What follows belongs to an exercise in optimizing a design on an open flow for small area, a short achievable clock period and few clock cycles per item; a production flow would make more cautious choices. Only simulation tests tie the RTL to the original design; equivalence was not proved. No activity file was given, so power comes from the tool's default toggle rates.

== old ==
// alu32
module alu32 #(
  parameter K = 2      
) (
input clk,
input reset,
input start,
input [31:0] A,
input [31:0] B,
input [2:0] S,
output done,
output [31:0] R
);
  localparam G  = (32 + K - 1) / K;   
  localparam GW = (G > 16) ? 5 : (G > 8) ? 4 : (G > 4) ? 3 : (G > 2) ? 2 : 1;
  wire [31:0] sum;
  wire [31:0] lres;
  alu_logic u_alu (.A(A), .B(B), .S(S), .sum(sum), .lres(lres));
  wire [4:0] la, lb;
  mod_msb ua (.x(A), .m(la));
  mod_msb ub (.x(B), .m(lb));
  wire [5:0] df = {1'b0, la} - {1'b0, lb};
  wire [4:0] gs = df[5] ? 5'd0 : ((df[4:0] + 5'd1) >> 1) | {df[4:0] == 5'd31, 4'd0};
  reg          busy;
  reg          done_r;
  reg [4:0]    g;
  reg [31:0]   rem;
  wire        first = ~busy & ~done_r;
  wire [4:0]  gc    = first ? gs : g;
  wire [65:0] a_sh  = {32'd0, A, 2'b00} >> {gc, 1'b0};
  reg  [1:0]  c_r;     
  wire [31:0] y1, y;
  mod_step u1 (.r(rem), .a(c_r[1]), .b(B), .y(y1));
  mod_step u2 (.r(first ? {1'b0, a_sh[33:3]} : y1), .a(first ? a_sh[2] : c_r[0]), .b(B), .y(y));
  always @(posedge clk or posedge reset) begin
    if (reset) begin
      busy <= 1'b0; done_r <= 1'b0;
    end else if (!start) begin
      busy <= 1'b0; done_r <= 1'b0;
    end else if (!done_r) begin
      if (gc == 5'd0) begin busy <= 1'b0; done_r <= 1'b1; end
      else busy <= 1'b1;
    end
  end
  always @(posedge clk) begin
    g   <= gc - 5'd1;
    c_r <= a_sh[1:0];
  ...
Size: roughly 1800 cells after synthesis, roughly 100 I/O pins, ~11000 um2 of cells after synthesis.
==> module mod_step, before the edit <==
module mod_step (
input  [31:0] r,
input         a,
input  [31:0] b,
output [31:0] y
);
  wire [32:0] x = {r, a};
  wire [32:0] nb = {1'b1, ~b};
  wire [32:0] g0 = x & nb;
  wire [32:0] p0 = x ^ nb;
  reg  [32:0] G, P;
  integer l, i;
  always @* begin
    G = g0; P = p0;
    G[0] = g0[0] | p0[0];
    for (l = 1; l < 33; l = l * 2)
      for (i = 2*l - 1; i < 33; i = i + 2*l) begin
        G[i] = G[i] | (P[i] & G[i-l]);
        P[i] = P[i] & P[i-l];
      end
    for (l = 16; l >= 1; l = l / 2)
      for (i = 3*l - 1; i < 33; i = i + 2*l) begin
        G[i] = G[i] | (P[i] & G[i-l]);
        P[i] = P[i] & P[i-l];
      end
  end
  wire [32:0] c = {G[31:0], 1'b1};
  wire nob = G[32];    
  wire [31:0] d = p0[31:0] ^ c[31:0];
  assign y = nob ? d : x[31:0];
endmodule
==> module alu32, before the edit <==
module alu32 #(
  parameter K = 2      
) (
input clk,
input reset,
input start,
input [31:0] A,
input [31:0] B,
input [2:0] S,
output done,
output [31:0] R
);
  localparam G  = (32 + K - 1) / K;   
  localparam GW = (G > 16) ? 5 : (G > 8) ? 4 : (G > 4) ? 3 : (G > 2) ? 2 : 1;
  wire [31:0] sum;
  wire [31:0] lres;
  alu_logic u_alu (.A(A), .B(B), .S(S), .sum(sum), .lres(lres));
  wire [4:0] la, lb;
  mod_msb ua (.x(A), .m(la));
  mod_msb ub (.x(B), .m(lb));
  wire [5:0] df = {1'b0, la} - {1'b0, lb};
  wire [4:0] gs = df[5] ? 5'd0 : ((df[4:0] + 5'd1) >> 1) | {df[4:0] == 5'd31, 4'd0};
  reg          busy;
  reg          done_r;
  reg [4:0]    g;
  reg [31:0]   rem;
  wire        first = ~busy & ~done_r;
  wire [4:0]  gc    = first ? gs : g;
  wire [65:0] a_sh  = {32'd0, A, 2'b00} >> {gc, 1'b0};
  reg  [1:0]  c_r;     
  wire [31:0] y1, y;
  mod_step u1 (.r(rem), .a(c_r[1]), .b(B), .y(y1));
  mod_step u2 (.r(first ? {1'b0, a_sh[33:3]} : y1), .a(first ? a_sh[2] : c_r[0]), .b(B), .y(y));
  always @(posedge clk or posedge reset) begin
    if (reset) begin
      busy <= 1'b0; done_r <= 1'b0;
    end else if (!start) begin
      busy <= 1'b0; done_r <= 1'b0;
    end else if (!done_r) begin
      if (gc == 5'd0) begin busy <= 1'b0; done_r <= 1'b1; end
      else busy <= 1'b1;
    end
  end
  always @(posedge clk) begin
    g   <= gc - 5'd1;
    c_r <= a_sh[1:0];
    if (start && !done_r) rem <= y;
  end
  assign done = done_r;
  assign R = (S == 3'b111) ? rem : (S[2] ? sum : lres);
endmodule
Settings: LEC_CHECK=0, ABC_AREA=1, CAP_MARGIN=20, CORE_MARGIN=2, CORE_UTILIZATION=55, SLEW_MARGIN=20; clock period 24.0 ns.
standard.sh (not shown) runs the stock make flow with config.mk's settings and CLKGATE_MAP_FILE= SYNTH_SCRIPT=/design/flow/synth_recipe.tcl, a recipe that flattens the netlist after the stock synthesis.
==> flow/flow/run.sh <==
#!/bin/bash
# The standard layout, with plain buf_2 port buffers, and timing repair
# aiming past the period.
set -euo pipefail
export BUFFER_PORTS_ARGS="-buffer_cell sky130_fd_sc_hd__buf_2"
export SETUP_SLACK_MARGIN=11.5
bash standard.sh > standard_flow.log 2>&1
Testbench counts of old, summed over its fixed seeds: cycles 5,650, mods 1,200.
What new does differently from old at the input level:
--- a/flow/design.v
+++ b/flow/design.v
@@ -73,20 +73,16 @@
   reg  [32:0] G, P;
   integer l, i;
   always @* begin
     G = g0; P = p0;
     G[0] = g0[0] | p0[0];
-    for (l = 1; l < 33; l = l * 2)
-      for (i = 2*l - 1; i < 33; i = i + 2*l) begin
-        G[i] = G[i] | (P[i] & G[i-l]);
-        P[i] = P[i] & P[i-l];
-      end
-    for (l = 16; l >= 1; l = l / 2)
-      for (i = 3*l - 1; i < 33; i = i + 2*l) begin
-        G[i] = G[i] | (P[i] & G[i-l]);
-        P[i] = P[i] & P[i-l];
-      end
+    for (l = 0; l < 6; l = l + 1)
+      for (i = 0; i < 33; i = i + 1)
+        if ((i >> l) & 1) begin
+          G[i] = G[i] | (P[i] & G[((i >> l) << l) - 1]);
+          P[i] = P[i] & P[((i >> l) << l) - 1];
+        end
   end
   wire [32:0] c = {G[31:0], 1'b1};
   wire nob = G[32];    
   wire [31:0] d = p0[31:0] ^ c[31:0];
   assign y = nob ? d : x[31:0];
@@ -124,21 +120,23 @@
   wire [31:0] y1, y;
   mod_step u1 (.r(rem), .a(c_r[1]), .b(B), .y(y1));
   mod_step u2 (.r(first ? {1'b0, a_sh[33:3]} : y1), .a(first ? a_sh[2] : c_r[0]), .b(B), .y(y));
   always @(posedge clk or posedge reset) begin
     if (reset) begin
-      busy <= 1'b0; done_r <= 1'b0;
+      busy <= 1'b0; done_r <= 1'b0; g <= 5'd0;
     end else if (!start) begin
       busy <= 1'b0; done_r <= 1'b0;
     end else if (!done_r) begin
+      g <= gc - 5'd1;
       if (gc == 5'd0) begin busy <= 1'b0; done_r <= 1'b1; end
       else busy <= 1'b1;
     end
   end
   always @(posedge clk) begin
-    g   <= gc - 5'd1;
-    c_r <= a_sh[1:0];
-    if (start && !done_r) rem <= y;
+    if (start && !done_r) begin
+      rem <= y;
+      c_r <= a_sh[1:0];
+    end
   end
   assign done = done_r;
   assign R = (S == 3'b111) ? rem : (S[2] ? sum : lres);
 endmodule
Results
- Against old, die area in new came out worse.
- Summary of the comparison: number of iterations in the first detailed-routing pass is lower in new, relative to old.
- new vs old: final-layout non-clock buffer area share down in new
- Of new and old, old shows the lower cell area after technology mapping, with new above it.
- The depth of the CTS H-tree of old and that of new are within noise of each other.
- Sort new and old by wire length the detailed router placed on met1 desc -> top: new
- new: PASS, flow complete, no timing, DRC or antenna violations
- Relative to old, the wire length of the first global-routing pass of new is higher by 3100 um.
- new against old: sum of met2 wire segment lengths after detailed routing higher, register area higher.
- Hold slack (new over old): decrease, 0.044 ns
- Share of power burned in the clock network was lower in old than in new.
- Compared with old, new shows a lower power.
Testbench counts of new, summed over its fixed seeds: cycles 5,650, mods 1,200.

[afterwards: timing with drivers on the ports]
Ports are ideal in the flow. The routed layouts listed here were re-timed in OpenROAD.
Step 1, drivers: a clkbuf_16 drives clk and a buf_2 each remaining input, both assumed.
Step 2 times the ports against the registers' clock, not the clock port: input delays grow and output delays shrink by t, the midpoint of the rising clock arrivals with the driver on.
Three values: no drivers, after step 1, after step 2; two values: the first two.
| run | t (ns) | slack for setup (ns) | latest minus earliest clock arrival (ns) | worst register clock-pin slew, ns |
|---|---|---|---|---|
| old | 0.339 | 11.514 / 11.461 / 11.461 | 0.008 / 0.008 | 0.07 / 0.07 |
| new | 0.335 | 11.587 / 11.554 / 11.554 | 0.013 / 0.013 | 0.07 / 0.07 |
After both steps every run listed still meets setup and hold. The setup slack of old, which loses most, moves by -0.053 ns with the drivers and by -0.053 ns with both steps.
